Context: an optimization exercise on an open-source flow, tuned for small area, a short achievable clock period and few clock cycles. The choices shown serve that exercise and are no tape-out recipe. Only simulation tests tie the RTL to the original design; equivalence was not proved. No activity file was given, so power comes from the tool's default toggle rates.

`flow/config.mk`:
```
export PLATFORM = sky130hd
export DESIGN_NAME = CHIP
export DESIGN_NICKNAME = CHIP
export VERILOG_FILES = /design/flow/design.v
export SDC_FILE = /design/flow/constraint.sdc
export NUM_CORES = 4
export LEC_CHECK = 0
export CAP_MARGIN = 20
export CORE_MARGIN = 2
export CORE_UTILIZATION = 40
export PLACE_DENSITY = 0.6
export SETUP_SLACK_MARGIN = 5
export SLEW_MARGIN = 20
```
`flow/constraint.sdc`:
```
create_clock -name core_clock -period 10.0 [get_ports {clk}]
set_input_delay 2.0000 -clock core_clock [delete_from_list [all_inputs] [get_ports {clk}]]
set_output_delay 2.0000 -clock core_clock [all_outputs]
set_load 0.01 [all_outputs]
```
`flow/design.v`:
```
module CHIP (	clk,
				rst_n,
				mem_read_D,
				mem_write_D,
				mem_addr_D,
				mem_wdata_D,
				mem_rdata_D,
				mem_ready_D,
				mem_read_I,
				mem_write_I,
				mem_addr_I,
				mem_wdata_I,
				mem_rdata_I,
				mem_ready_I,
				DCACHE_addr,
				DCACHE_wdata,
				DCACHE_wen
			);
input			clk, rst_n;
output			mem_read_D;
output			mem_write_D;
output	[31:4]	mem_addr_D;
output	[127:0]	mem_wdata_D;
input	[127:0]	mem_rdata_D;
input			mem_ready_D;
output			mem_read_I;
output			mem_write_I;
output	[31:4]	mem_addr_I;
output	[127:0]	mem_wdata_I;
input	[127:0]	mem_rdata_I;
input			mem_ready_I;
output	[29:0]	DCACHE_addr;
output	[31:0]	DCACHE_wdata;
output			DCACHE_wen;
wire [29:0] if_pc;
wire        if_hit;
wire [31:0] if_word, if_cword;
wire        if_ptk;
wire        d_ren;
wire [31:0] d_rdata;
wire        d_stall;
wire [3:0]  d_nset;
wire        ld_kill, ld_pend, ld_done, ld_busy;
wire [31:0] ld_ddata;
	RISCV_Pipeline i_RISCV(
		.clk        (clk),
		.rst_n      (rst_n),
		.if_pc      (if_pc),
		.if_hit     (if_hit),
		.if_word    (if_word),
		.if_cword   (if_cword),
		.if_ptk     (if_ptk),
		.d_ren      (d_ren),
		.d_wen      (DCACHE_wen),
		.d_addr     (DCACHE_addr),
		.d_nset     (d_nset),
		.d_wdata    (DCACHE_wdata),
		.d_rdata    (d_rdata),
		.d_stall    (d_stall),
		.ld_kill    (ld_kill),
		.ld_pend    (ld_pend),
		.ld_done    (ld_done),
		.ld_ddata   (ld_ddata),
		.ld_busy    (ld_busy)
	);
	cache D_cache(
		.clk        (clk),
		.rst_n      (rst_n),
		.proc_read  (d_ren),
		.proc_write (DCACHE_wen),
		.proc_addr  (DCACHE_addr),
		.proc_nset  (d_nset),
		.proc_wdata (DCACHE_wdata),
		.proc_rdata (d_rdata),
		.proc_stall (d_stall),
		.ld_kill    (ld_kill),
		.ld_pend    (ld_pend),
		.ld_done    (ld_done),
		.ld_ddata   (ld_ddata),
		.ld_busy    (ld_busy),
		.mem_read   (mem_read_D),
		.mem_write  (mem_write_D),
		.mem_addr   (mem_addr_D),
		.mem_wdata  (mem_wdata_D),
		.mem_rdata  (mem_rdata_D),
		.mem_ready  (mem_ready_D)
	);
	cache_read_only I_cache(
		.clk        (clk),
		.rst_n      (rst_n),
		.pc         (if_pc),
		.hit        (if_hit),
		.word       (if_word),
		.cword      (if_cword),
		.ptk        (if_ptk),
		.mem_read   (mem_read_I),
		.mem_addr   (mem_addr_I),
		.mem_rdata  (mem_rdata_I),
		.mem_ready  (mem_ready_I)
	);
	assign mem_write_I = 1'b0;
	assign mem_wdata_I = 128'd0;
endmodule
module RISCV_Pipeline(
    input              clk,
    input              rst_n,
    output     [29:0]  if_pc,
    input              if_hit,
    input      [31:0]  if_word,
    input      [31:0]  if_cword,
    input              if_ptk,
    output             d_ren,
    output             d_wen,
    output     [29:0]  d_addr,
    output     [3:0]   d_nset,      
    output     [31:0]  d_wdata,
    input      [31:0]  d_rdata,
    input              d_stall,
    input              ld_kill,     
    input              ld_pend,     
    input              ld_done,     
    input      [31:0]  ld_ddata,
    output             ld_busy      
);
    localparam OP_LUI = 5'b01101;
    wire freeze = d_stall;
    integer k;
    reg  [29:0] pc;
    assign if_pc = pc;
    wire [31:0] if_inst = {if_word[7:0], if_word[15:8], if_word[23:16], if_word[31:24]};
    wire [31:0] fi    = {if_cword[7:0], if_cword[15:8], if_cword[23:16], if_cword[31:24]};
    wire [8:0]  foff  = fi[3] ? fi[30:22] : {fi[30:25], fi[11:9]};
    wire [8:0]  fsum  = pc[8:0] + foff;
    wire        f_pred = if_ptk;
    wire [29:0] f_tgt = {pc[29:9], fsum[8:0]};
    reg         d_v;
    reg         d_fp;        
    reg  [31:0] d_inst;
    reg  [29:0] d_pc;
    reg         e_v;
    reg  [29:0] e_pc;
    reg  [31:0] e_a, e_b;
    reg  [12:0] e_imm;           
    reg  [4:0]  e_rd;
    reg         e_we, e_ld, e_st, e_br, e_jal, e_jalr, e_pt;
    reg  [2:0]  e_f3;
    reg         e_f7;        
    reg  [3:0]  e_fam, e_fbm;    
    reg  [3:0]  e_fym;           
    reg  [31:0] e_y;
    reg         e_sub;
    reg         e_selsum;        
    reg  [31:0] m_resx;          
    reg         m_we, m_ld, m_st;
    reg  [4:0]  m_rd;
    reg  [31:0] m_res;
    reg  [31:0] m_sd;
    reg         w_we;
    reg  [4:0]  w_rd;
    reg  [31:0] w_res;
    wire [4:0] op  = d_inst[6:2];
    wire [4:0] rs1 = d_inst[19:15];
    wire [4:0] rs2 = d_inst[24:20];
    wire [4:0] rd  = d_inst[11:7];
    wire is_r    = (op == 5'b01100);
    wire is_i    = (op == 5'b00100);
    wire is_ld   = (op == 5'b00000);
    wire is_st   = (op == 5'b01000);
    wire is_br   = (op == 5'b11000);
    wire is_jal  = (op == 5'b11011);
    wire is_jalr = (op == 5'b11001);
    wire we      = (is_r | is_i | is_ld | is_jal | is_jalr) && (rd != 5'd0);
    wire use1    = is_r | is_i | is_ld | is_st | is_br | is_jalr;
    wire use2    = is_r | is_st | is_br;
    reg [31:0] imm;
    always @(*) begin
        if (is_st)       imm = {{21{d_inst[31]}}, d_inst[30:25], d_inst[11:7]};
        else if (is_br)  imm = {{20{d_inst[31]}}, d_inst[7], d_inst[30:25], d_inst[11:8], 1'b0};
        else if (is_jal) imm = {{12{d_inst[31]}}, d_inst[19:12], d_inst[20], d_inst[30:21], 1'b0};
        else             imm = {{21{d_inst[31]}}, d_inst[30:20]};
    end
    wire [31:0] rf_a, rf_b;
    wire        rf_we = w_we || pw_v;
    wire [4:0]  rf_wa = w_we ? w_rd : pw_rd;
    wire [31:0] rf_wd = w_we ? w_res : pw_d;
    register_file rf(
        .clk(clk), .rst_n(rst_n),
        .we(rf_we), .wa(rf_wa), .wd(rf_wd),
        .ra(rs1), .rb(rs2), .da(rf_a), .db(rf_b)
    );
    wire [31:0] m_ldv = {d_rdata[7:0], d_rdata[15:8], d_rdata[23:16], d_rdata[31:24]};
    wire [31:0] w_nxt = m_ld ? m_ldv : m_res;
    reg         pw_v;        
    reg  [4:0]  pl_rd, pw_rd;
    reg  [31:0] pw_d;
    wire        fm1  = m_we && !m_ld && m_rd == rs1;
    wire        fm2  = m_we && !m_ld && m_rd == rs2;
    wire [31:0] id_a = fm1 ? m_res : (w_we && w_rd == rs1) ? w_res :
                       (pw_v && pw_rd == rs1) ? pw_d : rf_a;
    wire [31:0] id_b = fm2 ? m_res : (w_we && w_rd == rs2) ? w_res :
                       (pw_v && pw_rd == rs2) ? pw_d : rf_b;
    wire sub_d = (is_r && d_inst[30] && d_inst[14:12] == 3'b000) ||
                 ((is_r || is_i) && d_inst[14:12] == 3'b010);
    assign ld_busy = pw_v;
    wire [4:0] sb_rd  = ld_kill ? m_rd : pl_rd;
    wire       sb_act = ld_pend && sb_rd != 5'd0;
    wire sb_stall = sb_act && ((use1 && rs1 == sb_rd) || (use2 && rs2 == sb_rd));
    wire ld_stall = d_v && ((e_v && e_ld && e_we &&
                    ((use1 && e_rd == rs1) || (use2 && e_rd == rs2))) ||
                    (m_ld && m_we && ((use1 && m_rd == rs1) || (use2 && m_rd == rs2))) ||
                    sb_stall);
    wire same     = (rs1 == rs2);
    wire pred_t   = is_jal || (is_br && (same ? !d_inst[12] : (d_inst[31] || d_inst[12])));
    wire [29:0] id_tgt = d_pc + imm[31:2];
    reg  [31:0] fa, fb;
    always @(*) begin
        for (k = 0; k < 4; k = k + 1) begin
            fa[8*k +: 8] = e_fam[k] ? m_res[8*k +: 8] : e_a[8*k +: 8];
            fb[8*k +: 8] = e_fbm[k] ? m_res[8*k +: 8] : e_b[8*k +: 8];
        end
    end
    wire [31:0] x  = fa;
    reg  [31:0] yy;
    always @(*) begin
        for (k = 0; k < 4; k = k + 1)
            yy[8*k +: 8] = e_fym[k] ? m_resx[8*k +: 8] : e_y[8*k +: 8];
    end
    wire [31:0] y  = yy;     
    reg  [31:0] pg, pp, sum;
    integer dd;
    always @(*) begin
        pg = x & yy;
        pp = x ^ yy;
        pg[0] = pg[0] | (pp[0] & e_sub);
        for (dd = 1; dd < 32; dd = dd * 2)
            for (k = 31; k >= dd; k = k - 1) begin
                pg[k] = pg[k] | (pp[k] & pg[k-dd]);
                pp[k] = pp[k] & pp[k-dd];
            end
        sum = (x ^ yy) ^ {pg[30:0], e_sub};
    end
    wire [7:0]  lsum = x[7:0] + e_imm[7:0];          
    assign d_nset = lsum[7:4];
    wire        lt   = (x[31] ^ yy[31] ^ e_sub) ? x[31] : sum[31];
    wire        shl  = (e_f3 == 3'b001);
    reg  [31:0] xr;
    always @(*) for (k = 0; k < 32; k = k + 1) xr[k] = x[31-k];
    wire [31:0] sin  = shl ? xr : x;
    wire        sfill = e_f7 & x[31] & !shl;
    wire [31:0] sr   = $signed({sfill, sin}) >>> y[4:0];
    reg  [31:0] srr;
    always @(*) for (k = 0; k < 32; k = k + 1) srr[k] = sr[31-k];
    wire [31:0] shv  = shl ? srr : sr;
    reg [31:0] alu;      
    always @(*) begin
        case (e_f3)
            3'b001: alu = shv;
            3'b010: alu = {31'd0, lt};
            3'b100: alu = x ^ y;
            3'b101: alu = shv;
            3'b110: alu = x | y;
            default: alu = x & y;
        endcase
    end
    wire [29:0] e_pc4   = e_pc + 30'd1;
    wire [31:0] e_oth   = (e_jal || e_jalr) ? {e_pc4, 2'b00} : alu;
    wire [31:0] e_res   = e_selsum ? sum : e_oth;
    wire        eq      = (fa == fb);
    wire        taken   = eq ^ e_f3[0];
    wire [29:0] e_btgt  = e_pc + {{19{e_imm[12]}}, e_imm[12:2]};
    wire        br_mis  = e_v && e_br && (taken != e_pt);
    wire        ex_redir = br_mis || (e_v && e_jalr);
    wire [29:0] ex_tgt  = e_jalr ? sum[31:2] : (taken ? e_btgt : e_pc4);
    assign d_ren   = m_ld;
    assign d_wen   = m_st;
    assign d_addr  = m_res[31:2];
    assign d_wdata = m_sd;
    wire id_adv   = !ld_stall;                       
    wire id_redir = d_v && pred_t && !d_fp && id_adv;    
    always @(posedge clk or negedge rst_n) begin
        if (!rst_n) begin
            pc  <= 30'd0;
            d_v <= 1'b0;
            e_v <= 1'b0;
            e_we <= 1'b0; e_ld <= 1'b0; e_st <= 1'b0; e_br <= 1'b0;
            e_jal <= 1'b0; e_jalr <= 1'b0;
            m_we <= 1'b0; m_ld <= 1'b0; m_st <= 1'b0;
        end else if (!freeze) begin
            if (ex_redir) begin
                pc  <= ex_tgt;
                d_v <= 1'b0;
            end else if (ld_stall) begin
            end else if (id_redir) begin
                pc  <= id_tgt;
                d_v <= 1'b0;
            end else begin
                d_v <= if_hit;
                if (if_hit) pc <= f_pred ? f_tgt : pc + 30'd1;
            end
            if (ex_redir || ld_stall || !d_v) begin
                e_v <= 1'b0;
                e_we <= 1'b0; e_ld <= 1'b0; e_st <= 1'b0; e_br <= 1'b0;
                e_jal <= 1'b0; e_jalr <= 1'b0;
            end else begin
                e_v <= 1'b1;
                e_we <= we; e_ld <= is_ld; e_st <= is_st; e_br <= is_br;
                e_jal <= is_jal; e_jalr <= is_jalr;
            end
            m_we <= e_we; m_ld <= e_ld; m_st <= e_st;
        end
    end
    always @(posedge clk or negedge rst_n) begin
        if (!rst_n) w_we <= 1'b0;
        else        w_we <= m_we && !ld_kill && !freeze;
    end
    always @(posedge clk) begin
        w_rd  <= m_rd;
        w_res <= w_nxt;
    end
    reg  pl_dead;
    wire w_pl = w_we && w_rd == pl_rd;
    always @(posedge clk or negedge rst_n) begin
        if (!rst_n) begin
            pw_v    <= 1'b0;
            pl_dead <= 1'b0;
        end else begin
            if (ld_kill) pl_dead <= 1'b0;
            else if (ld_pend && w_pl) pl_dead <= 1'b1;
            if (ld_done) pw_v <= (ld_kill || !(pl_dead || w_pl)) && sb_rd != 5'd0;
            else if (!w_we || w_rd == pw_rd) pw_v <= 1'b0;
        end
    end
    always @(posedge clk) begin
        if (ld_kill && !freeze) pl_rd <= m_rd;
        if (ld_done) begin
            pw_rd <= sb_rd;
            pw_d  <= {ld_ddata[7:0], ld_ddata[15:8], ld_ddata[23:16], ld_ddata[31:24]};
        end
    end
    always @(posedge clk) begin
        if (!freeze) begin
            if (!ld_stall) begin
                d_inst <= if_inst;
                d_pc   <= pc;
                d_fp   <= f_pred;
            end
            e_pc  <= d_pc;
            e_a   <= id_a;
            e_b   <= id_b;
            e_imm <= imm[12:0];
            e_rd  <= rd;
            e_pt  <= pred_t;
            e_f3  <= d_inst[14:12];
            e_f7  <= d_inst[30];
            e_fam <= {4{e_we && e_rd == rs1}};
            e_fbm <= {4{e_we && e_rd == rs2}};
            e_fym <= {4{e_we && e_rd == rs2 && (is_r || is_br)}};
            e_y   <= (is_r || is_br ? id_b : imm) ^ {32{sub_d}};
            e_sub <= sub_d;
            e_selsum <= is_ld || is_st || ((is_r || is_i) && d_inst[14:12] == 3'b000);
            m_rd  <= e_rd;
            m_res <= e_res;
            m_resx <= e_res ^ {32{sub_d}};
            m_sd  <= {fb[7:0], fb[15:8], fb[23:16], fb[31:24]};
        end
    end
endmodule
module register_file(
    input         clk,
    input         rst_n,
    input         we,
    input  [4:0]  wa,
    input  [31:0] wd,
    input  [4:0]  ra,
    input  [4:0]  rb,
    output [31:0] da,
    output [31:0] db
);
    reg [31:0] r [1:31];
    reg [31:1] ok;
    wire [31:0] okx = {ok, 1'b0};
    assign da = okx[ra] ? r[ra] : 32'd0;
    assign db = okx[rb] ? r[rb] : 32'd0;
    always @(posedge clk or negedge rst_n) begin
        if (!rst_n) ok <= 31'd0;
        else if (we && wa != 5'd0) ok[wa] <= 1'b1;
    end
    always @(posedge clk) begin
        if (we && wa != 5'd0) r[wa] <= wd;
    end
endmodule
module cache #(
    parameter IW = 2             
)(
    input              clk,
    input              rst_n,
    input              proc_read,
    input              proc_write,
    input      [29:0]  proc_addr,
    input      [3:0]   proc_nset,    
    input      [31:0]  proc_wdata,
    output     [31:0]  proc_rdata,
    output             proc_stall,
    output             ld_kill,
    output             ld_pend,
    output             ld_done,
    output     [31:0]  ld_ddata,
    input              ld_busy,
    output             mem_read,
    output             mem_write,
    output     [27:0]  mem_addr,
    output     [127:0] mem_wdata,
    input      [127:0] mem_rdata,
    input              mem_ready
);
    localparam S  = 1 << IW;
    localparam N  = 2 * S;           
    localparam TW = 28 - IW;
    integer i, j;
    reg [31:0]   data  [0:4*N-1];    
    reg [TW-1:0] tag   [0:N-1];
    reg [N-1:0]  valid, dirty;
    reg [3:0]    wv    [0:N-1];
    reg [S-1:0]  lru;                
    wire [27:0]   line = proc_addr[29:2];
    wire [1:0]    wsel = proc_addr[1:0];
    wire [IW-1:0] set  = line[IW-1:0];
    wire [IW-1:0] nset = proc_nset[IW-1:0];
    wire [IW:0]   l0   = {1'b0, set};
    wire [IW:0]   l1   = {1'b1, set};
    reg  [TW-1:0] mt0, mt1;
    reg           mv0, mv1;
    wire          h0   = mv0 && (mt0 == line[27:IW]);
    wire          h1   = mv1 && (mt1 == line[27:IW]);
    wire          tmatch = h0 || h1;
    wire [IW:0]   hl   = {h1, set};                  
    reg           m_vw, m_vd;        
    wire          vw   = m_vw;
    wire [IW:0]   vl   = {vw, set};                  
    wire          acc  = proc_read || proc_write;
    wire [IW:0]   al   = tmatch ? hl : vl;           
    reg          rd_act, wr_act;
    reg          pf_v, pf_iss;       
    reg  [27:0]  pf_addr;
    reg  [IW:0]  pf_l;
    reg  [127:0] wbuf;
    reg  [27:0]  waddr;
    reg          wbuf_v;
    reg          vc_v;               
    reg  [IW:0]  vc_l;
    reg  [3:0]    mwv0, mwv1;        
    wire          wv0s = mwv0[wsel];
    wire          wv1s = mwv1[wsel];
    reg           sp_v;
    reg  [IW:0]   sp_l;
    reg  [1:0]    sp_w;
    reg  [31:0]   sp_d;
    wire          sp0 = sp_v && sp_l == l0 && sp_w == wsel;
    wire          sp1 = sp_v && sp_l == l1 && sp_w == wsel;
    wire [31:0]   rd0 = data[{l0, wsel}];
    wire [31:0]   rd1 = data[{l1, wsel}];
    wire          fwd_fill = rd_act && mem_ready;
    wire [31:0]   rdm = mem_rdata[32*wsel +: 32];
    wire [31:0]   rw0 = !wv0s ? rdm : sp0 ? sp_d : rd0;
    wire [31:0]   rw1 = !wv1s ? rdm : sp1 ? sp_d : rd1;
    assign proc_rdata = h1 ? rw1 : rw0;
    wire sp_hold    = sp_v && rd_act && mem_ready && (sp_l != pf_l);
    wire vict_dirty = m_vd;
    wire alloc      = acc && !tmatch && !pf_v && !(vict_dirty && wbuf_v) &&
                      !(sp_v && sp_l == vl) && !(proc_write && sp_hold);
    wire alloc_ok   = !pf_v && !(vict_dirty && wbuf_v) && !(sp_v && sp_l == vl);
    reg          dl_v, dl_cur;
    reg  [1:0]   dl_w;
    wire         defer = proc_read && !dl_v && !ld_busy &&
                         (tmatch ? (!(h1 ? wv1s : wv0s) && !fwd_fill) : alloc);
    assign ld_kill  = dl_cur;
    assign ld_pend  = dl_v;
    assign ld_done  = dl_v && rd_act && mem_ready;
    assign ld_ddata = mem_rdata[32*dl_w +: 32];
    wire          st_h0 = proc_read && !wv0s && !fwd_fill;
    wire          st_h1 = proc_read && !wv1s && !fwd_fill;
    wire          st_m  = proc_read || (proc_write && !alloc_ok);
    assign proc_stall = (proc_write && sp_hold) ||
                        (!dl_cur && ((h0 && st_h0) || (h1 && st_h1) || (!h0 && !h1 && st_m)));
    wire st_do      = proc_write && (tmatch || alloc) && !sp_hold;
    wire rdone   = rd_act && mem_ready;
    wire wdone   = wr_act && mem_ready;
    wire free    = !(rd_act || wr_act) || mem_ready;
    wire [27:0] rd_line = pf_v ? pf_addr : line;
    wire rd_want = (pf_v && !pf_iss) || alloc;
    wire rd_ok   = !wbuf_v || wdone || (waddr != rd_line);
    wire go_rd   = free && rd_want && rd_ok;
    wire go_wr   = free && !go_rd && wbuf_v && !wdone;
    assign mem_read  = rd_act;
    assign mem_write = wr_act;
    reg  [27:0] maddr;
    assign mem_addr  = maddr;
    assign mem_wdata = wbuf;
    always @(posedge clk or negedge rst_n) begin
        if (!rst_n) begin
            rd_act <= 1'b0;
            wr_act <= 1'b0;
            wbuf_v <= 1'b0;
            pf_v   <= 1'b0;
            pf_iss <= 1'b0;
            sp_v   <= 1'b0;
            vc_v   <= 1'b0;
            valid  <= {N{1'b0}};
            dirty  <= {N{1'b0}};
            lru    <= {S{1'b0}};
            mv0    <= 1'b0;
            mv1    <= 1'b0;
            m_vw   <= 1'b0;
            m_vd   <= 1'b0;
            dl_v   <= 1'b0;
            dl_cur <= 1'b0;
            ta_v   <= 1'b0;
        end else begin
            ta_v   <= alloc;
            dl_cur <= defer;
            if (defer) dl_v <= 1'b1;
            else if (ld_done) dl_v <= 1'b0;
            m_vw <= proc_stall ? vwS : vwN;
            m_vd <= proc_stall ? vdS : vdN;
            mv0 <= proc_stall ? ((alloc && vl == l0) || valid[l0]) : ((alloc && vl == n0) || valid[n0]);
            mv1 <= proc_stall ? ((alloc && vl == l1) || valid[l1]) : ((alloc && vl == n1) || valid[n1]);
            if (free) begin
                rd_act <= go_rd;
                wr_act <= go_wr;
            end
            if (go_rd) pf_iss <= 1'b1;
            if (wdone) wbuf_v <= 1'b0;
            if (rdone) begin
                pf_v   <= 1'b0;
                pf_iss <= 1'b0;
            end
            sp_v <= st_do || sp_hold;
            vc_v <= alloc && vict_dirty;
            if (acc && (tmatch || alloc)) lru[set] <= !al[IW];
            if (alloc) begin
                pf_v <= 1'b1;
                valid[vl] <= 1'b1;
                dirty[vl] <= proc_write;
                if (vict_dirty) wbuf_v <= 1'b1;
            end else if (st_do) begin
                dirty[hl] <= 1'b1;
            end
        end
    end
    reg [S-1:0] lru_n;
    reg [N-1:0] vd_n;
    always @(*) begin
        lru_n = lru;
        if (acc && (tmatch || alloc)) lru_n[set] = !al[IW];
        for (i = 0; i < N; i = i + 1) begin
            if (alloc && vl == i)          vd_n[i] = proc_write;
            else if (st_do && hl == i)     vd_n[i] = 1'b1;
            else                           vd_n[i] = valid[i] && dirty[i];
        end
    end
    wire vwS = lru_n[set];
    wire vwN = lru_n[nset];
    wire vdS = vd_n[{vwS, set}];
    wire vdN = vd_n[{vwN, nset}];
    reg [31:0] wbus [0:3];
    always @(*) begin
        for (j = 0; j < 4; j = j + 1)
            wbus[j] = (sp_v && !sp_hold && sp_w == j) ? sp_d : mem_rdata[32*j +: 32];
    end
    reg [3:0] wv_n [0:N-1];
    always @(*) begin
        for (i = 0; i < N; i = i + 1)
            for (j = 0; j < 4; j = j + 1) begin
                if (st_do && al == i && wsel == j)
                    wv_n[i][j] = 1'b1;
                else if (alloc && vl == i)
                    wv_n[i][j] = 1'b0;
                else if (rdone && pf_l == i)
                    wv_n[i][j] = 1'b1;
                else
                    wv_n[i][j] = wv[i][j];
            end
    end
    reg           ta_v;
    reg  [IW:0]   ta_l;
    reg  [TW-1:0] ta_t;
    wire [IW:0]   n0 = {1'b0, nset};
    wire [IW:0]   n1 = {1'b1, nset};
    wire [TW-1:0] tvS0 = (ta_v && ta_l == l0) ? ta_t : tag[l0];
    wire [TW-1:0] tvS1 = (ta_v && ta_l == l1) ? ta_t : tag[l1];
    wire [TW-1:0] tvN0 = (ta_v && ta_l == n0) ? ta_t : tag[n0];
    wire [TW-1:0] tvN1 = (ta_v && ta_l == n1) ? ta_t : tag[n1];
    wire [TW-1:0] mtS0 = (alloc && vl == l0) ? line[27:IW] : tvS0;
    wire [TW-1:0] mtS1 = (alloc && vl == l1) ? line[27:IW] : tvS1;
    wire [TW-1:0] mtN0 = (alloc && vl == n0) ? line[27:IW] : tvN0;
    wire [TW-1:0] mtN1 = (alloc && vl == n1) ? line[27:IW] : tvN1;
    always @(posedge clk) begin
        mt0  <= proc_stall ? mtS0 : mtN0;
        mt1  <= proc_stall ? mtS1 : mtN1;
        mwv0 <= proc_stall ? wv_n[{1'b0, set}] : wv_n[{1'b0, nset}];
        mwv1 <= proc_stall ? wv_n[{1'b1, set}] : wv_n[{1'b1, nset}];
        ta_l <= vl;
        ta_t <= line[27:IW];
        if (ta_v) tag[ta_l] <= ta_t;
        if (defer) dl_w <= wsel;
        if (go_rd) maddr <= rd_line;
        else if (go_wr) maddr <= waddr;
        if (alloc) begin
            pf_addr  <= line;
            pf_l     <= vl;
            waddr    <= {tag[vl], set};
            vc_l     <= vl;
        end
        if (vc_v)
            wbuf <= {data[{vc_l, 2'd3}], data[{vc_l, 2'd2}], data[{vc_l, 2'd1}], data[{vc_l, 2'd0}]};
        if (st_do && !sp_hold) begin
            sp_l <= al;
            sp_w <= wsel;
            sp_d <= proc_wdata;
        end
        for (i = 0; i < N; i = i + 1) begin
            for (j = 0; j < 4; j = j + 1) begin
                wv[i][j] <= wv_n[i][j];
                if ((sp_v && !sp_hold && sp_l == i && sp_w == j) ||
                    (rdone && pf_l == i && !wv[i][j]))
                    data[4*i+j] <= wbus[j];
            end
        end
    end
endmodule
module cache_read_only #(
    parameter IW = 3,            
    parameter PD = 3,            
    parameter LT = 4             
)(
    input              clk,
    input              rst_n,
    input      [29:0]  pc,
    output             hit,
    output     [31:0]  word,
    output     [31:0]  cword,       
    output             ptk,         
    output             mem_read,
    output     [27:0]  mem_addr,
    input      [127:0] mem_rdata,
    input              mem_ready
);
    localparam N  = 1 << IW;
    localparam RB = 28 - IW - LT;
    reg [127:0]  data  [0:N-1];
    reg [LT-1:0] tag   [0:N-1];
    reg [RB-1:0] region;
    reg [N-1:0]  valid;
    reg [3:0]    pt    [0:N-1];   
    wire [27:0]   line = pc[29:2];
    wire [IW-1:0] idx  = line[IW-1:0];
    reg          act;
    reg  [27:0]  maddr;
    wire         done = act && mem_ready;
    wire chit = valid[idx] && (tag[idx] == line[IW+LT-1:IW]) && (region == line[27:IW+LT]);
    wire byp  = done && maddr == line;
    assign hit  = chit || byp;
    wire [127:0] ld = data[idx];
    assign cword = ld[pc[1:0]*32 +: 32];
    assign word  = byp ? mem_rdata[pc[1:0]*32 +: 32] : cword;
    wire [3:0] ptl = pt[idx];
    assign ptk  = chit && ptl[pc[1:0]];
    function pred;
        input [31:0] w;      
        input [6:0]  la;     
        input [1:0]  k;      
        reg   [31:0] ins;
        reg   [8:0]  off;
        reg          fits;
        reg   [9:0]  s;
        begin
            ins  = {w[7:0], w[15:8], w[23:16], w[31:24]};
            if (ins[3]) begin
                off  = ins[30:22];
                fits = &{ins[31], ins[19:12], ins[20], ins[30]} ||
                       !(|{ins[31], ins[19:12], ins[20], ins[30]});
            end else begin
                off  = {ins[30:25], ins[11:9]};
                fits = &{ins[31], ins[7], ins[30]} || !(|{ins[31], ins[7], ins[30]});
            end
            s    = {1'b0, la, k} + {1'b0, off};
            pred = ((ins[6:2] == 5'b11011) ||
                    ((ins[6:2] == 5'b11000) &&
                     ((ins[19:15] == ins[24:20]) ? !ins[12] : (ins[31] || ins[12])))) &&
                   fits && (s[9] == ins[31]);
        end
    endfunction
    wire         free = !act || mem_ready;
    reg  [27:0] pline;
    reg         phit;
    always @(posedge clk) begin
        pline <= line;
        phit  <= hit;
    end
    wire [27:0] l1 = pline + 28'd1;
    wire [27:0] l2 = pline + 28'd2;
    wire [27:0] l3 = pline + 28'd3;
    wire [IW-1:0] i1 = l1[IW-1:0];
    wire [IW-1:0] i2 = l2[IW-1:0];
    wire [IW-1:0] i3 = l3[IW-1:0];
    wire [IW+LT-1:0] mlow = maddr[IW+LT-1:0];
    wire p0 = phit || (done && maddr == pline);
    wire p1 = (l1[27:IW+LT] != region) || (valid[i1] && tag[i1] == l1[IW+LT-1:IW]) || (done && mlow == l1[IW+LT-1:0]);
    wire p2 = (PD < 2) || (l2[27:IW+LT] != region) || (valid[i2] && tag[i2] == l2[IW+LT-1:IW]) || (done && mlow == l2[IW+LT-1:0]);
    wire p3 = (PD < 3) || (l3[27:IW+LT] != region) || (valid[i3] && tag[i3] == l3[IW+LT-1:IW]) || (done && mlow == l3[IW+LT-1:0]);
    wire         want = !p0 || !p1 || !p2 || !p3;
    wire [27:0]  nxt  = !p0 ? pline : !p1 ? l1 : !p2 ? l2 : l3;
    assign mem_read = act;
    assign mem_addr = maddr;
    always @(posedge clk or negedge rst_n) begin
        if (!rst_n) begin
            act   <= 1'b0;
            valid <= {N{1'b0}};
        end else begin
            if (free) act <= want;
            if (done) begin
                if (maddr[27:IW+LT] == region) begin
                    valid[maddr[IW-1:0]] <= 1'b1;
                end else begin
                    valid <= {N{1'b0}};
                    valid[maddr[IW-1:0]] <= 1'b1;
                end
            end
        end
    end
    always @(posedge clk) begin
        if (free && want)
            maddr <= nxt;
        if (done) begin
            data[maddr[IW-1:0]] <= mem_rdata;
            tag[maddr[IW-1:0]]  <= maddr[IW+LT-1:IW];
            pt[maddr[IW-1:0]]   <= {pred(mem_rdata[127:96], maddr[6:0], 2'd3),
                                    pred(mem_rdata[95:64],  maddr[6:0], 2'd2),
                                    pred(mem_rdata[63:32],  maddr[6:0], 2'd1),
                                    pred(mem_rdata[31:0],   maddr[6:0], 2'd0)};
            region <= maddr[27:IW+LT];
        end
    end
endmodule
```
`flow/run.sh`:
```
#!/bin/bash
# synth_recipe.tcl (not shown) runs the flow's synth.tcl, then flattens the netlist and writes it again
# the make line also repeats each setting of config.mk as NAME=value (left out here)
make -C /OpenROAD-flow-scripts/flow DESIGN_CONFIG=/design/flow/config.mk WORK_HOME=/design/flow/orfs CLKGATE_MAP_FILE= SYNTH_SCRIPT=/design/flow/synth_recipe.tcl finish
```
==> summary.txt, run 1 <==
Layout
  – # fillers: 44365
  – Most frequent cells in the layout: edfxtp_1 (3904), mux4_2 (1243), nor2_1 (731)
  – Nets@finish: 14499
  – Share of cells above drive strength 1: 20.6%
  – Commonest non-fill, non-tap cell in the layout: edfxtp_1
  – Layout area overhead: 14.3%
  – Multi-input gate area: 77200 µm²
  – FF+latch area: 124000 µm²
  – Post-route core utilization: 45.8%

Critical path
  – Crit-path most repeated cell: buf_4
  – WS Path Type: reg -> reg
  – Crit end category: register
  – Arr. time, crit path: 5890 ps
  – Worst Path Buf+Inv: 4
  – CP cell instances: inv_4 -> buf_4 -> nand2_1 -> buf_4 -> nor2_4 -> buf_4 -> a22oi_1 -> a31oi_1
  – WP data required: 10700 ps
  – CP max FO: 37
  – Max incr delay on CP: 970 ps
  – Cell family with the largest share of critical-path delay: buffers and inverters
  – Crit-path slowest cell: nand2_1
  – CP Launch Type: register

Placement
  – Detailed Place HPWL: 468000 µm
  – IO buf count: 501
  – GP Congestion: 0.942

STA
  – # setup viols final: 0
  – Tightest Pin Transition: 1310 ps
  – Relative slew slack: 12.5%
  – Total Negative Setup Slacks: 0 ps
  – Fmax: 193 MHz
  – Fin. Hold Viols: 0
  – Post-layout min period: 5190 ps
  – Ratio of final minimum period to clock period: 51.9%
  – Unrepaired setup endpoints after global routing: yes
  – Max Slew Vio Count: 0
  – Worst clock skew: 144 ps

Clocking
  – Clock Tree Buf Depth: 4
  – Num CTS Buffers: 445
  – Clk sinks: 4221
  – Clock transition at path regs: 60 ps
  – CTS tree: yes
  – H-tree levels: 5
  – Hold Buf Count CTS: 0
  – Clk latency of the worst-skew pair: 1120 ps
  – CTS root buf: clkbuf_16

Logic synthesis
  – Yosys cell types: 107
  – Syn Std Cell Area: 205000 µm²
  – Post-synth ARST share: 2.80%
  – Ys Warns: 8
  – EDFF count, synth: 3904
  – Area leader, netlist: edfxtp_1
  – Post-synthesis area per instance: 15.0 µm²
  – Post-synthesis sequential area ratio: 60.4%
  – Top post-synthesis cells by area: edfxtp_1 (57%), mux4_2 (14%), mux2i_1 (2.7%)
  – #FFs+latches synth: 4221
  – Synth Instances: 13680
  – Share of the synthesized area in the top cell type: 57.1%
  – Synth Flop Type: edfxtp_1

Global route
  – Initial antenna violation count: 90
  – First-pass GRT wire length: 1040000 µm
  – Global route overflow: 0
  – Largest net degree at the start of global routing: 130
  – Vias in the first global route: 132837
  – Total track usage: 28.2%

Floorplan
  – Core area: 512000 µm²
  – Width of the die: 721 µm
  – Die Y-Extent: 721 µm
  – # IOs: 639
  – Num rows: 263
  – Die ar.: 519000 µm²
  – Initial Util: 40.1%

Drt
  – Number of routed nets with antenna violations: 0
  – DRC: 0
  – WL/cell: 35.7 µm
  – Via count: 138314
  – Drt pass-1 iters: 7
  – DR vias/cell: 6.52
  – Initial DRC count: 20521
  – Routed wire length: 758000 µm

Power
  – VDD IR-drop max: 174 µV
  – Power density over cell area: 170 nW/µm²
  – P_leak: 77.8 nW

Hold path
  – Hold Crit Class: reg -> reg

Run status
  – Outcome: timing/DRC/antenna clean

Job
  – Max Cap Viol: 0
## layer usage
metal  part of all wire [%]  GRT usage (%)
met2                     45           43.5
met1                     37           36.4
met5                  0.034         0.0370
met3                     11           6.65
met4                    6.8           16.3
## cell type report
| type | count | area share [%] |
|---|---|---|
| repair buffers | 932 | 3.86 |
| multi-input cells | 8216 | 32.9 |
| well taps | 6757 | 3.60 |
| repair inverters | 1 | 0.00320 |
| inverters | 223 | 0.380 |
| diodes | 51 | 0.0543 |
| flip-flops and latches | 4221 | 52.9 |
| clock buffers | 568 | 5.03 |
| clock inverters | 258 | 1.27 |
## synth_stat cells (43+ instances only)
| library cell | instances |
|---|---|
| a211oi_1 | 71 |
| a21o_1 | 82 |
| a21oi_1 | 588 |
| a221oi_1 | 227 |
| a22o_1 | 155 |
| a22oi_1 | 371 |
| a31oi_1 | 98 |
| and2_1 | 43 |
| and3_1 | 70 |
| buf_1 | 168 |
| buf_2 | 119 |
| buf_4 | 165 |
| clkbuf_1 | 684 |
| dfrtp_1 | 118 |
| dfxtp_1 | 199 |
| edfxtp_1 | 3904 |
| ha_1 | 194 |
| inv_1 | 208 |
| mux2_2 | 323 |
| mux2i_1 | 548 |
| mux4_2 | 1243 |
| nand2_1 | 669 |
| nand2b_1 | 51 |
| nand3_1 | 163 |
| nand4_1 | 155 |
| nor2_1 | 800 |
| nor2b_1 | 44 |
| nor3_1 | 121 |
| nor4_1 | 73 |
| o211ai_1 | 117 |
| o21ai_0 | 478 |
| o221ai_1 | 53 |
| o22a_1 | 64 |
| o22ai_1 | 165 |
| xnor2_1 | 363 |
| xor2_1 | 294 |
## path summary, 6_finish.rpt
kind	from	end	slack [ps]	cells past startpoint
max	D_cache.pf_l[0]$_DFFE_PP_	D_cache.wbuf[3]$_DFFE_PP_	4810	8
min	i_RISCV.d_pc[0]$_DFFE_PP_	i_RISCV.e_pc[0]$_DFFE_PP_	470	0
max reg2reg	D_cache.pf_l[0]$_DFFE_PP_	D_cache.wbuf[3]$_DFFE_PP_	4810	8
min reg2reg	i_RISCV.d_pc[0]$_DFFE_PP_	i_RISCV.e_pc[0]$_DFFE_PP_	470	0
max in group asynchronous	rst_n	i_RISCV.pc[0]$_DFFE_PN0P_	7380	2
min in group asynchronous	rst_n	D_cache.wr_act$_DFFE_PN0N_	950	1
## cell families (layout without fill, tap and decap cells)
| family | after synthesis | after routing | synth area share [%] |
|---|---|---|---|
| flops | 4221 | 4221 | 60.4 |
| compound gates | 2797 | 2797 | 9.28 |
| simple gates | 2307 | 2307 | 5.16 |
| mux | 2126 | 2126 | 18.2 |
| buf+inv | 1371 | 1982 | 2.93 |
| xor+xnor | 658 | 658 | 2.81 |
| fa+ha+maj | 199 | 199 | 1.23 |
| other cells | 1 | 180 | 0.00183 |
## what timing repair did
item                       in CTS  in global routing
setup buffers                  26                 10
gates resized for setup        60                 58
pin swaps                       7                  7
cloned                          6                  5
setup endpoints to repair     520                337
## flip-flops by register name, summed over array words and instances (netlist names), 128 cells and up, named ones only
signal / cells
i_RISCV.rf.r: 992
D_cache.data: 1024
D_cache.wbuf: 128
I_cache.data: 960
D_cache.tag: 208
## per-stage QoR
stage	cell area, µm²	cells	total power [W]	worst slack [ps]	hold slack, ps
2_1_floorplan	206000	13808	0.0218	4010	361
3_3_place_gp	219000	20300	0.0232	3280	445
3_5_place_dp	219000	20302	0.0233	3280	454
4_1_cts	234000	21160	0.0400	5000	465
5_1_grt	235000	21194	0.0409	4980	480
6_report	235000	21227	0.0400	4810	468
## power breakdown
part | switching [W] | internal (W)
Clock | 0.00731 | 0.00965
Combinational | 0.00212 | 0.00123
Sequential | 0.000263 | 0.0194
Total | 0.00969 | 0.0303
Testbench counts, summed over its fixed seeds: cycles 13,634.
==> run 2: changes to the inputs <==
--- a/flow/design.v
+++ b/flow/design.v
@@ -391,5 +391,5 @@
 endmodule
 module cache #(
-    parameter IW = 2             
+    parameter IW = 1             
 )(
     input              clk,
@@ -415,78 +415,103 @@
 );
     localparam S  = 1 << IW;
-    localparam N  = 2 * S;           
+    localparam W  = 4;               
+    localparam N  = W * S;           
     localparam TW = 28 - IW;
-    integer i, j;
+    integer i, j, w;
     reg [31:0]   data  [0:4*N-1];    
     reg [TW-1:0] tag   [0:N-1];
     reg [N-1:0]  valid, dirty;
     reg [3:0]    wv    [0:N-1];
-    reg [S-1:0]  lru;                
+    reg [2:0]    plru  [0:S-1];      
+    function [1:0] plru_victim;
+        input [2:0] b;
+        plru_victim = b[0] ? {1'b1, b[2]} : {1'b0, b[1]};
+    endfunction
+    function [2:0] plru_touch;
+        input [2:0] b;
+        input [1:0] wy;
+        begin
+            plru_touch = b;
+            plru_touch[0] = !wy[1];
+            if (wy[1]) plru_touch[2] = !wy[0];
+            else       plru_touch[1] = !wy[0];
+        end
+    endfunction
     wire [27:0]   line = proc_addr[29:2];
     wire [1:0]    wsel = proc_addr[1:0];
     wire [IW-1:0] set  = line[IW-1:0];
     wire [IW-1:0] nset = proc_nset[IW-1:0];
-    wire [IW:0]   l0   = {1'b0, set};
-    wire [IW:0]   l1   = {1'b1, set};
-    reg  [TW-1:0] mt0, mt1;
-    reg           mv0, mv1;
-    wire          h0   = mv0 && (mt0 == line[27:IW]);
-    wire          h1   = mv1 && (mt1 == line[27:IW]);
-    wire          tmatch = h0 || h1;
-    wire [IW:0]   hl   = {h1, set};                  
-    reg           m_vw, m_vd;        
-    wire          vw   = m_vw;
-    wire [IW:0]   vl   = {vw, set};                  
     wire          acc  = proc_read || proc_write;
-    wire [IW:0]   al   = tmatch ? hl : vl;           
+    reg  [TW-1:0] mt  [0:W-1];
+    reg  [W-1:0]  mv;
+    reg  [3:0]    mwv [0:W-1];
+    reg  [W-1:0]  h, wvs;
+    always @(*) begin
+        for (w = 0; w < W; w = w + 1) begin
+            h[w]   = mv[w] && (mt[w] == line[27:IW]);
+            wvs[w] = mwv[w][wsel];
+        end
+    end
+    wire          tmatch = |h;
+    wire [1:0]    hw   = {h[3] | h[2], h[3] | h[1]};
+    wire [IW+1:0] hl   = {hw, set};                  
+    reg  [1:0]    m_vw;                              
+    reg           m_vd;                              
+    wire [IW+1:0] vl   = {m_vw, set};                
+    wire [IW+1:0] al   = tmatch ? hl : vl;           
     reg          rd_act, wr_act;
     reg          pf_v, pf_iss;       
     reg  [27:0]  pf_addr;
-    reg  [IW:0]  pf_l;
+    reg  [IW+1:0] pf_l;
+    reg          pq_v;               
+    reg  [27:0]  pq_addr;
+    reg  [IW+1:0] pq_l;
     reg  [127:0] wbuf;
     reg  [27:0]  waddr;
     reg          wbuf_v;
     reg          vc_v;               
-    reg  [IW:0]  vc_l;
-    reg  [3:0]    mwv0, mwv1;        
-    wire          wv0s = mwv0[wsel];
-    wire          wv1s = mwv1[wsel];
+    reg  [IW+1:0] vc_l;
     reg           sp_v;
-    reg  [IW:0]   sp_l;
+    reg  [IW+1:0] sp_l;
     reg  [1:0]    sp_w;
     reg  [31:0]   sp_d;
-    wire          sp0 = sp_v && sp_l == l0 && sp_w == wsel;
-    wire          sp1 = sp_v && sp_l == l1 && sp_w == wsel;
-    wire [31:0]   rd0 = data[{l0, wsel}];
-    wire [31:0]   rd1 = data[{l1, wsel}];
-    wire          fwd_fill = rd_act && mem_ready;
+    wire          fwd_fill = rd_act && mem_ready && pf_l == hl;
     wire [31:0]   rdm = mem_rdata[32*wsel +: 32];
-    wire [31:0]   rw0 = !wv0s ? rdm : sp0 ? sp_d : rd0;
-    wire [31:0]   rw1 = !wv1s ? rdm : sp1 ? sp_d : rd1;
-    assign proc_rdata = h1 ? rw1 : rw0;
+    reg  [31:0]   rdata;
+    always @(*) begin
+        rdata = 32'd0;
+        for (w = 0; w < W; w = w + 1)
+            if (h[w])
+                rdata = rdata |
+                    (!wvs[w] ? rdm :
+                     (sp_v && sp_l == {w[1:0], set} && sp_w == wsel) ? sp_d :
+                     data[{w[1:0], set, wsel}]);
+    end
+    assign proc_rdata = rdata;
     wire sp_hold    = sp_v && rd_act && mem_ready && (sp_l != pf_l);
     wire vict_dirty = m_vd;
-    wire alloc      = acc && !tmatch && !pf_v && !(vict_dirty && wbuf_v) &&
-                      !(sp_v && sp_l == vl) && !(proc_write && sp_hold);
-    wire alloc_ok   = !pf_v && !(vict_dirty && wbuf_v) && !(sp_v && sp_l == vl);
+    wire alloc_ok   = !pq_v && !(vict_dirty && wbuf_v) && !(sp_v && sp_l == vl) &&
+                      !(pf_v && pf_l == vl);
+    wire alloc      = acc && !tmatch && alloc_ok && !(proc_write && sp_hold);
     reg          dl_v, dl_cur;
     reg  [1:0]   dl_w;
+    reg  [IW+1:0] dl_l;
     wire         defer = proc_read && !dl_v && !ld_busy &&
-                         (tmatch ? (!(h1 ? wv1s : wv0s) && !fwd_fill) : alloc);
+                         (tmatch ? (!(|(h & wvs)) && !fwd_fill) : alloc);
     assign ld_kill  = dl_cur;
     assign ld_pend  = dl_v;
-    assign ld_done  = dl_v && rd_act && mem_ready;
+    assign ld_done  = dl_v && rd_act && mem_ready && pf_l == dl_l;
     assign ld_ddata = mem_rdata[32*dl_w +: 32];
-    wire          st_h0 = proc_read && !wv0s && !fwd_fill;
-    wire          st_h1 = proc_read && !wv1s && !fwd_fill;
-    wire          st_m  = proc_read || (proc_write && !alloc_ok);
+    wire          st_h = proc_read && !fwd_fill;
+    wire          st_m = proc_read || (proc_write && !alloc_ok);
     assign proc_stall = (proc_write && sp_hold) ||
-                        (!dl_cur && ((h0 && st_h0) || (h1 && st_h1) || (!h0 && !h1 && st_m)));
+                        (!dl_cur && ((|(h & ~wvs) && st_h) || (!tmatch && st_m)));
     wire st_do      = proc_write && (tmatch || alloc) && !sp_hold;
     wire rdone   = rd_act && mem_ready;
     wire wdone   = wr_act && mem_ready;
     wire free    = !(rd_act || wr_act) || mem_ready;
-    wire [27:0] rd_line = pf_v ? pf_addr : line;
-    wire rd_want = (pf_v && !pf_iss) || alloc;
+    wire a_free  = !pf_v || rdone;
+    wire [27:0] rd_line = (pf_v && !pf_iss) ? pf_addr : pq_v ? pq_addr : line;
+    wire rd_want = (pf_v && !pf_iss) || (a_free && (pq_v || alloc));
     wire rd_ok   = !wbuf_v || wdone || (waddr != rd_line);
     wire go_rd   = free && rd_want && rd_ok;
@@ -497,4 +522,19 @@
     assign mem_addr  = maddr;
     assign mem_wdata = wbuf;
+    reg [2:0]   plru_n [0:S-1];
+    reg [N-1:0] vd_n;
+    always @(*) begin
+        for (i = 0; i < S; i = i + 1)
+            plru_n[i] = (acc && (tmatch || alloc) && set == i) ? plru_touch(plru[i], al[IW+1:IW]) : plru[i];
+        for (i = 0; i < N; i = i + 1) begin
+            if (alloc && vl == i)          vd_n[i] = proc_write;
+            else if (st_do && hl == i)     vd_n[i] = 1'b1;
+            else                           vd_n[i] = valid[i] && dirty[i];
+        end
+    end
+    wire [1:0] vwS = plru_victim(plru_n[set]);
+    wire [1:0] vwN = plru_victim(plru_n[nset]);
+    wire vdS = vd_n[{vwS, set}];
+    wire vdN = vd_n[{vwN, nset}];
     always @(posedge clk or negedge rst_n) begin
         if (!rst_n) begin
@@ -504,12 +544,12 @@
             pf_v   <= 1'b0;
             pf_iss <= 1'b0;
+            pq_v   <= 1'b0;
             sp_v   <= 1'b0;
             vc_v   <= 1'b0;
             valid  <= {N{1'b0}};
             dirty  <= {N{1'b0}};
-            lru    <= {S{1'b0}};
-            mv0    <= 1'b0;
-            mv1    <= 1'b0;
-            m_vw   <= 1'b0;
+            for (i = 0; i < S; i = i + 1) plru[i] <= 3'd0;
+            mv     <= {W{1'b0}};
+            m_vw   <= 2'd0;
             m_vd   <= 1'b0;
             dl_v   <= 1'b0;
@@ -523,21 +563,24 @@
             m_vw <= proc_stall ? vwS : vwN;
             m_vd <= proc_stall ? vdS : vdN;
-            mv0 <= proc_stall ? ((alloc && vl == l0) || valid[l0]) : ((alloc && vl == n0) || valid[n0]);
-            mv1 <= proc_stall ? ((alloc && vl == l1) || valid[l1]) : ((alloc && vl == n1) || valid[n1]);
+            for (w = 0; w < W; w = w + 1)
+                mv[w] <= proc_stall ? ((alloc && vl == {w[1:0], set}) || valid[{w[1:0], set}])
+                                    : ((alloc && vl == {w[1:0], nset}) || valid[{w[1:0], nset}]);
             if (free) begin
                 rd_act <= go_rd;
                 wr_act <= go_wr;
             end
-            if (go_rd) pf_iss <= 1'b1;
             if (wdone) wbuf_v <= 1'b0;
-            if (rdone) begin
-                pf_v   <= 1'b0;
-                pf_iss <= 1'b0;
+            if (a_free) begin
+                pf_v   <= pq_v || alloc;
+                pf_iss <= go_rd;
+                pq_v   <= pq_v && alloc;
+            end else begin
+                if (go_rd) pf_iss <= 1'b1;
+                if (alloc) pq_v <= 1'b1;
             end
             sp_v <= st_do || sp_hold;
             vc_v <= alloc && vict_dirty;
-            if (acc && (tmatch || alloc)) lru[set] <= !al[IW];
+            for (i = 0; i < S; i = i + 1) plru[i] <= plru_n[i];
             if (alloc) begin
-                pf_v <= 1'b1;
                 valid[vl] <= 1'b1;
                 dirty[vl] <= proc_write;
@@ -548,19 +591,4 @@
         end
     end
-    reg [S-1:0] lru_n;
-    reg [N-1:0] vd_n;
-    always @(*) begin
-        lru_n = lru;
-        if (acc && (tmatch || alloc)) lru_n[set] = !al[IW];
-        for (i = 0; i < N; i = i + 1) begin
-            if (alloc && vl == i)          vd_n[i] = proc_write;
-            else if (st_do && hl == i)     vd_n[i] = 1'b1;
-            else                           vd_n[i] = valid[i] && dirty[i];
-        end
-    end
-    wire vwS = lru_n[set];
-    wire vwN = lru_n[nset];
-    wire vdS = vd_n[{vwS, set}];
-    wire vdN = vd_n[{vwN, nset}];
     reg [31:0] wbus [0:3];
     always @(*) begin
@@ -583,30 +611,48 @@
     end
     reg           ta_v;
-    reg  [IW:0]   ta_l;
+    reg  [IW+1:0] ta_l;
     reg  [TW-1:0] ta_t;
-    wire [IW:0]   n0 = {1'b0, nset};
-    wire [IW:0]   n1 = {1'b1, nset};
-    wire [TW-1:0] tvS0 = (ta_v && ta_l == l0) ? ta_t : tag[l0];
-    wire [TW-1:0] tvS1 = (ta_v && ta_l == l1) ? ta_t : tag[l1];
-    wire [TW-1:0] tvN0 = (ta_v && ta_l == n0) ? ta_t : tag[n0];
-    wire [TW-1:0] tvN1 = (ta_v && ta_l == n1) ? ta_t : tag[n1];
-    wire [TW-1:0] mtS0 = (alloc && vl == l0) ? line[27:IW] : tvS0;
-    wire [TW-1:0] mtS1 = (alloc && vl == l1) ? line[27:IW] : tvS1;
-    wire [TW-1:0] mtN0 = (alloc && vl == n0) ? line[27:IW] : tvN0;
-    wire [TW-1:0] mtN1 = (alloc && vl == n1) ? line[27:IW] : tvN1;
+    reg  [TW-1:0] mt_n [0:W-1];
+    reg  [3:0]    mwv_n [0:W-1];
+    reg  [IW+1:0] ls, ln;
+    always @(*) begin
+        for (w = 0; w < W; w = w + 1) begin
+            ls = {w[1:0], set};
+            ln = {w[1:0], nset};
+            if (proc_stall)
+                mt_n[w] = (alloc && vl == ls) ? line[27:IW] : (ta_v && ta_l == ls) ? ta_t : tag[ls];
+            else
+                mt_n[w] = (alloc && vl == ln) ? line[27:IW] : (ta_v && ta_l == ln) ? ta_t : tag[ln];
+            mwv_n[w] = proc_stall ? wv_n[ls] : wv_n[ln];
+        end
+    end
     always @(posedge clk) begin
-        mt0  <= proc_stall ? mtS0 : mtN0;
-        mt1  <= proc_stall ? mtS1 : mtN1;
-        mwv0 <= proc_stall ? wv_n[{1'b0, set}] : wv_n[{1'b0, nset}];
-        mwv1 <= proc_stall ? wv_n[{1'b1, set}] : wv_n[{1'b1, nset}];
+        for (w = 0; w < W; w = w + 1) begin
+            mt[w]  <= mt_n[w];
+            mwv[w] <= mwv_n[w];
+        end
         ta_l <= vl;
         ta_t <= line[27:IW];
         if (ta_v) tag[ta_l] <= ta_t;
-        if (defer) dl_w <= wsel;
+        if (defer) begin
+            dl_w <= wsel;
+            dl_l <= al;
+        end
         if (go_rd) maddr <= rd_line;
         else if (go_wr) maddr <= waddr;
+        if (a_free) begin
+            if (pq_v) begin
+                pf_addr <= pq_addr;
+                pf_l    <= pq_l;
+            end else begin
+                pf_addr <= line;
+                pf_l    <= vl;
+            end
+        end
         if (alloc) begin
-            pf_addr  <= line;
-            pf_l     <= vl;
+            pq_addr  <= line;
+            pq_l     <= vl;
+        end
+        if (alloc && vict_dirty) begin
             waddr    <= {tag[vl], set};
             vc_l     <= vl;
--- a/flow/config.mk
+++ b/flow/config.mk
@@ -8,6 +8,6 @@
 export CAP_MARGIN = 20
 export CORE_MARGIN = 2
-export CORE_UTILIZATION = 40
-export PLACE_DENSITY = 0.6
+export CORE_UTILIZATION = 60
+export PLACE_DENSITY = 0.75
 export SETUP_SLACK_MARGIN = 5
 export SLEW_MARGIN = 20
==> run 2 against run 1 <==
Net effect:
- via count is 8.7% higher
- sequential share of layout area decreased by 0.097 points
- non-clock buffer count rose by 19
- cell area is 2.5% higher
- critical path type unchanged
==> summary.txt, run 2 <==
Critical path
  – CP max FO: 40 (was 37)
  – CP cell instances: buf_4 -> inv_4 -> buf_4 -> nor2_4 -> buf_4 -> a221oi_1 -> o21ai_0 (was inv_4 -> buf_4 -> nand2_1 -> buf_4 -> nor2_4 -> buf_4 -> a22oi_1 -> a31oi_1)
  – R2R depth: 7 (was 8)
  – Arr. time, crit path: 6000 ps (was 5890 ps)
  – Crit-path slowest cell: edfxtp_1 (was nand2_1)
  – Critical register-to-register path startpoint: D_cache.vc_l[0]$_DFFE_PP_ (was D_cache.pf_l[0]$_DFFE_PP_)
  – FF-to-FF End: D_cache.wbuf[60]$_DFFE_PP_ (was D_cache.wbuf[3]$_DFFE_PP_)
  – Crit-path most repeated cell: buf_4 (unchanged)
  – R2R Setup Slk: 4690 ps (was 4810 ps)
  – CP Launch Type: register (unchanged)
  – WS Path Type: reg -> reg (unchanged)
  – Cell family with the largest share of critical-path delay: buffers and inverters (unchanged)
  – WP data required: 10690 ps (was 10700 ps)
  – Crit end category: register (unchanged)
  – Max incr delay on CP: 1090 ps (was 970 ps)
  – Worst Path Buf+Inv: 4 (unchanged)

STA
  – Tightest Pin Transition: 1430 ps (was 1310 ps)
  – Post-layout min period: 5310 ps (was 5190 ps)
  – Fin. Hold Viols: 0 (unchanged)
  – Fmax: 188 MHz (was 193 MHz)
  – Worst clock skew: 126 ps (was 144 ps)
  – Total Negative Setup Slacks: 0 ps (unchanged)
  – # setup viols final: 0 (unchanged)
  – Ratio of final minimum period to clock period: 53.1% (was 51.9%)
  – Unrepaired setup endpoints after global routing: yes (unchanged)
  – Relative slew slack: 3.53% (was 12.5%)
  – Max Slew Vio Count: 0 (unchanged)

Floorplan
  – Initial Util: 60.1% (was 40.1%)
  – Die ar.: 361000 µm² (was 519000 µm²)
  – Core area: 355000 µm² (was 512000 µm²)
  – Num rows: 219 (was 263)
  – Die Y-Extent: 601 µm (was 721 µm)
  – Width of the die: 601 µm (was 721 µm)
  – # IOs: 639 (unchanged)

Clocking
  – Clock Tree Buf Depth: 4 (unchanged)
  – Hold Buf Count CTS: 0 (unchanged)
  – CTS root buf: clkbuf_16 (unchanged)
  – CTS tree: yes (unchanged)
  – Num CTS Buffers: 438 (was 445)
  – H-tree levels: 5 (unchanged)
  – Clock transition at path regs: 60 ps (about the same)
  – Clk sinks: 4337 (was 4221)
  – Clk latency of the worst-skew pair: 1100 ps (was 1120 ps)

Power
  – P_int: 0.0409 W (was 0.0303 W)
  – Switching share of power: 36.7% (was 24.2%)
  – P_leak: 82.2 nW (was 77.8 nW)
  – Power share of the sequential group: 36.0% (was 49.2%)
  – VDD IR-drop max: 322 µV (was 174 µV)
  – Clock share of power: 26.3% (was 42.4%)
  – Psw: 0.0237 W (was 0.00969 W)
  – Combinational Power Share: 37.7% (was 8.4%)
  – Power density over cell area: 269 nW/µm² (was 170 nW/µm²)

Global route
  – Initial antenna violation count: 100 (was 90)
  – Largest net degree at the start of global routing: 134 (was 130)
  – Global route overflow: 0 (unchanged)
  – Total track usage: 41.4% (was 28.2%)
  – Vias in the first global route: 143220 (was 132837)
  – First-pass GRT wire length: 1070000 µm (was 1040000 µm)

Logic synthesis
  – #FFs+latches synth: 4337 (was 4221)
  – Post-synthesis area per instance: 14.3 µm² (was 15.0 µm²)
  – Post-synthesis sequential area ratio: 59.5% (was 60.4%)
  – Syn Std Cell Area: 214000 µm² (was 205000 µm²)
  – Ys Warns: 14 (was 8)
  – Area leader, netlist: edfxtp_1 (unchanged)
  – Most numerous cell in the Yosys netlist: edfxtp_1 (unchanged)
  – EDFF count, synth: 3950 (was 3904)
  – Synth Instances: 14891 (was 13680)
  – Post-synth ARST share: 2.86% (was 2.80%)
  – Yosys cell types: 109 (was 107)
  – Share of the synthesized area in the top cell type: 55.5% (was 57.1%)
  – Top cells by count, synth: edfxtp_1 (3950), mux4_2 (1243), nand2_1 (1228) (was edfxtp_1 (3904), mux4_2 (1243), nor2_1 (800))
  – Synth Flop Type: edfxtp_1 (unchanged)
  – Top post-synthesis cells by area: edfxtp_1 (56%), mux4_2 (13%), mux2i_1 (3.3%) (was edfxtp_1 (57%), mux4_2 (14%), mux2i_1 (2.7%))

Layout
  – Multi-input gate area: 82600 µm² (was 77200 µm²)
  – Top reg by flops: D_cache.data (unchanged)
  – # fillers: 23748 (was 44365)
  – Nets@finish: 15623 (was 14499)
  – FF+latch area: 127000 µm² (was 124000 µm²)
  – Post-route core utilization: 67.7% (was 45.8%)
  – Regs by FF count: D_cache.data: 1024 flops, i_RISCV.rf.r: 992 flops, I_cache.data: 960 flops (unchanged)
  – Largest register FFs: 1024 (unchanged)
  – Most frequent cells in the layout: edfxtp_1 (3950), mux4_2 (1242), nand2_1 (1206) (was edfxtp_1 (3904), mux4_2 (1243), nor2_1 (731))
  – Layout area overhead: 12.7% (was 14.3%)
  – Share of cells above drive strength 1: 19.9% (was 20.6%)
  – Commonest non-fill, non-tap cell in the layout: edfxtp_1 (unchanged)

Placement
  – IO buf count: 501 (unchanged)
  – GP Congestion: 1.02 (was 0.942)
  – Detailed Place HPWL: 455000 µm (was 468000 µm)

Drt
  – Initial DRC count: 26659 (was 20521)
  – Number of routed nets with antenna violations: 0 (unchanged)
  – DR vias/cell: 7.39 (was 6.52)
  – Routed wire length: 765000 µm (was 758000 µm)
  – DRC: 0 (unchanged)
  – WL/cell: 37.6 µm (was 35.7 µm)
  – Via count: 150357 (was 138314)
  – Drt pass-1 iters: 12 (was 7)

Hold path
  – Min-delay src: i_RISCV.d_pc[9]$_DFFE_PP_ (was i_RISCV.d_pc[0]$_DFFE_PP_)
  – Hold Crit Depth: 0 (unchanged)
  – Hold Crit Class: reg -> reg (unchanged)
  – Hold endpoint: i_RISCV.e_pc[9]$_DFFE_PP_ (was i_RISCV.e_pc[0]$_DFFE_PP_)

Job
  – Max Cap Viol: 0 (unchanged)

Run status
  – Outcome: timing/DRC/antenna clean (unchanged)
-- run 2: cell types whose count changed after synthesis, moves of 58 or more --
cell / delta
a21oi_1: +87
a22o_1: -118
a22oi_1: -294
clkbuf_1: +72
dfxtp_1: +64
mux2i_1: +146
nand2_1: +559
nand3_1: +69
nand4_1: -69
nor2_1: +139
o211ai_1: +64
o21ai_0: +211
o22a_1: -58
xnor2_1: +61
-- run 2: area by class of cell --
type,instances,share of cell area (%)
multi-input combinational,9239,34.3
antenna,60,0.0624
sequential,4337,52.8
timing repair buffer,951,3.90
tap,4751,2.47
clock inverter,283,1.28
clock buffer,538,4.83
inverter,197,0.327
-- run 2: metrics by stage --
| step | total power, W | instance area [µm²] | setup slack [ps] | std cells | hold WS, ps |
|---|---|---|---|---|---|
| 2_1_floorplan | 0.0387 | 214000 | 3990 | 15019 | 361 |
| 3_3_place_gp | 0.0460 | 224000 | 3250 | 19386 | 436 |
| 3_5_place_dp | 0.0462 | 224000 | 3200 | 19388 | 443 |
| 4_1_cts | 0.0634 | 240000 | 5000 | 20257 | 459 |
| 5_1_grt | 0.0663 | 240000 | 4960 | 20318 | 461 |
| 6_report | 0.0647 | 241000 | 4690 | 20356 | 452 |
-- run 2: routing by layer --
layer  vias to the layer above  part of all wire, %  global-route usage (%)
met5                         -                 0.15                    1.57
met4                        98                  8.7                    27.9
met3                      3519                   16                    16.2
met2                     13759                   43                    59.5
met1                     73776                   32                    52.1
li1                      59205                    -                       -
-- run 2: worst max-delay path by stage --
stage                                     from                           end  slack, ps  cells after the start
floorplan                          mem_ready_I  I_cache.data[1][0]$_DFFE_PP_       3990                      5
global placement                   mem_ready_D      D_cache.mt[3][8]$_DFF_P_       3250                     10
detailed placement                 mem_ready_D      D_cache.mt[3][6]$_DFF_P_       3200                     10
CTS                 i_RISCV.m_res[3]$_DFFE_PP_     i_RISCV.w_res[10]$_DFF_P_       5000                     11
global route         i_RISCV.pc[2]$_DFFE_PN0P_     i_RISCV.pc[8]$_DFFE_PN0P_       4960                     22
finish               D_cache.vc_l[0]$_DFFE_PP_    D_cache.wbuf[60]$_DFFE_PP_       4690                      7
-- run 2: repair_timing --
action / 4_1_cts / 5_1_grt
pin swaps: 7 / 6
buffers inserted: 34 / 30
endpoints found under the setup margin: 612 / 280
gates cloned: 14 / 6
hold endpoints to repair: 0 / 0
gates resized for setup: 88 / 83
-- run 2: power by group through the flow --
stage,clock network (W),registers [W],logic [W]
after floorplan,0,0.0224,0.0163
after global placement,0,0.0236,0.0224
after detailed placement,0,0.0236,0.0226
after CTS,0.0170,0.0232,0.0233
after global routing,0.0177,0.0234,0.0253
final,0.0170,0.0233,0.0244
-- run 2: cell families after synthesis --
group	share of synthesized area (%)
AO/OA/AOI/OAI	8.84
XOR/XNOR	2.94
adder cells (fa/ha/maj)	1.18
buffers and inverters	2.92
flip-flops	59.5
multiplexers	18.5
other	0.00176
AND/OR/NAND/NOR	6.16
Testbench counts of run 2, summed over its fixed seeds: cycles 12,789.

afterwards: timing with drivers on the ports:
The flow's constraints put no driver on any port. The routed layouts listed below were extracted and timed again, unchanged, in two steps. Step 1 assumes that a clkbuf_16 drives the clock port and a buf_2 every other input. Step 2 moves the port delays by t, midway between the first and last clock arrival at a register: inputs arrive t later, outputs are due t later. That takes back most of the time a late clock gives input paths. Slacks: no drivers / after step 1 / after step 2; pairs: no drivers / after step 1.
run	shift t [ns]	setup WS [ns]	worst setup path after step 2	worst data-port slew with drivers (ns)	pins driven straight from the clock port
run 1	1.159	4.811 / 4.811 / 3.816	input to register	0.33	1
run 2	1.134	4.689 / 4.689 / 4.028	input to register	0.30	1
After both steps setup and hold are still met in every run listed. For run 1, which loses most, drivers alone change the setup slack by 0.000 ns; drivers and shift together by -0.995 ns.
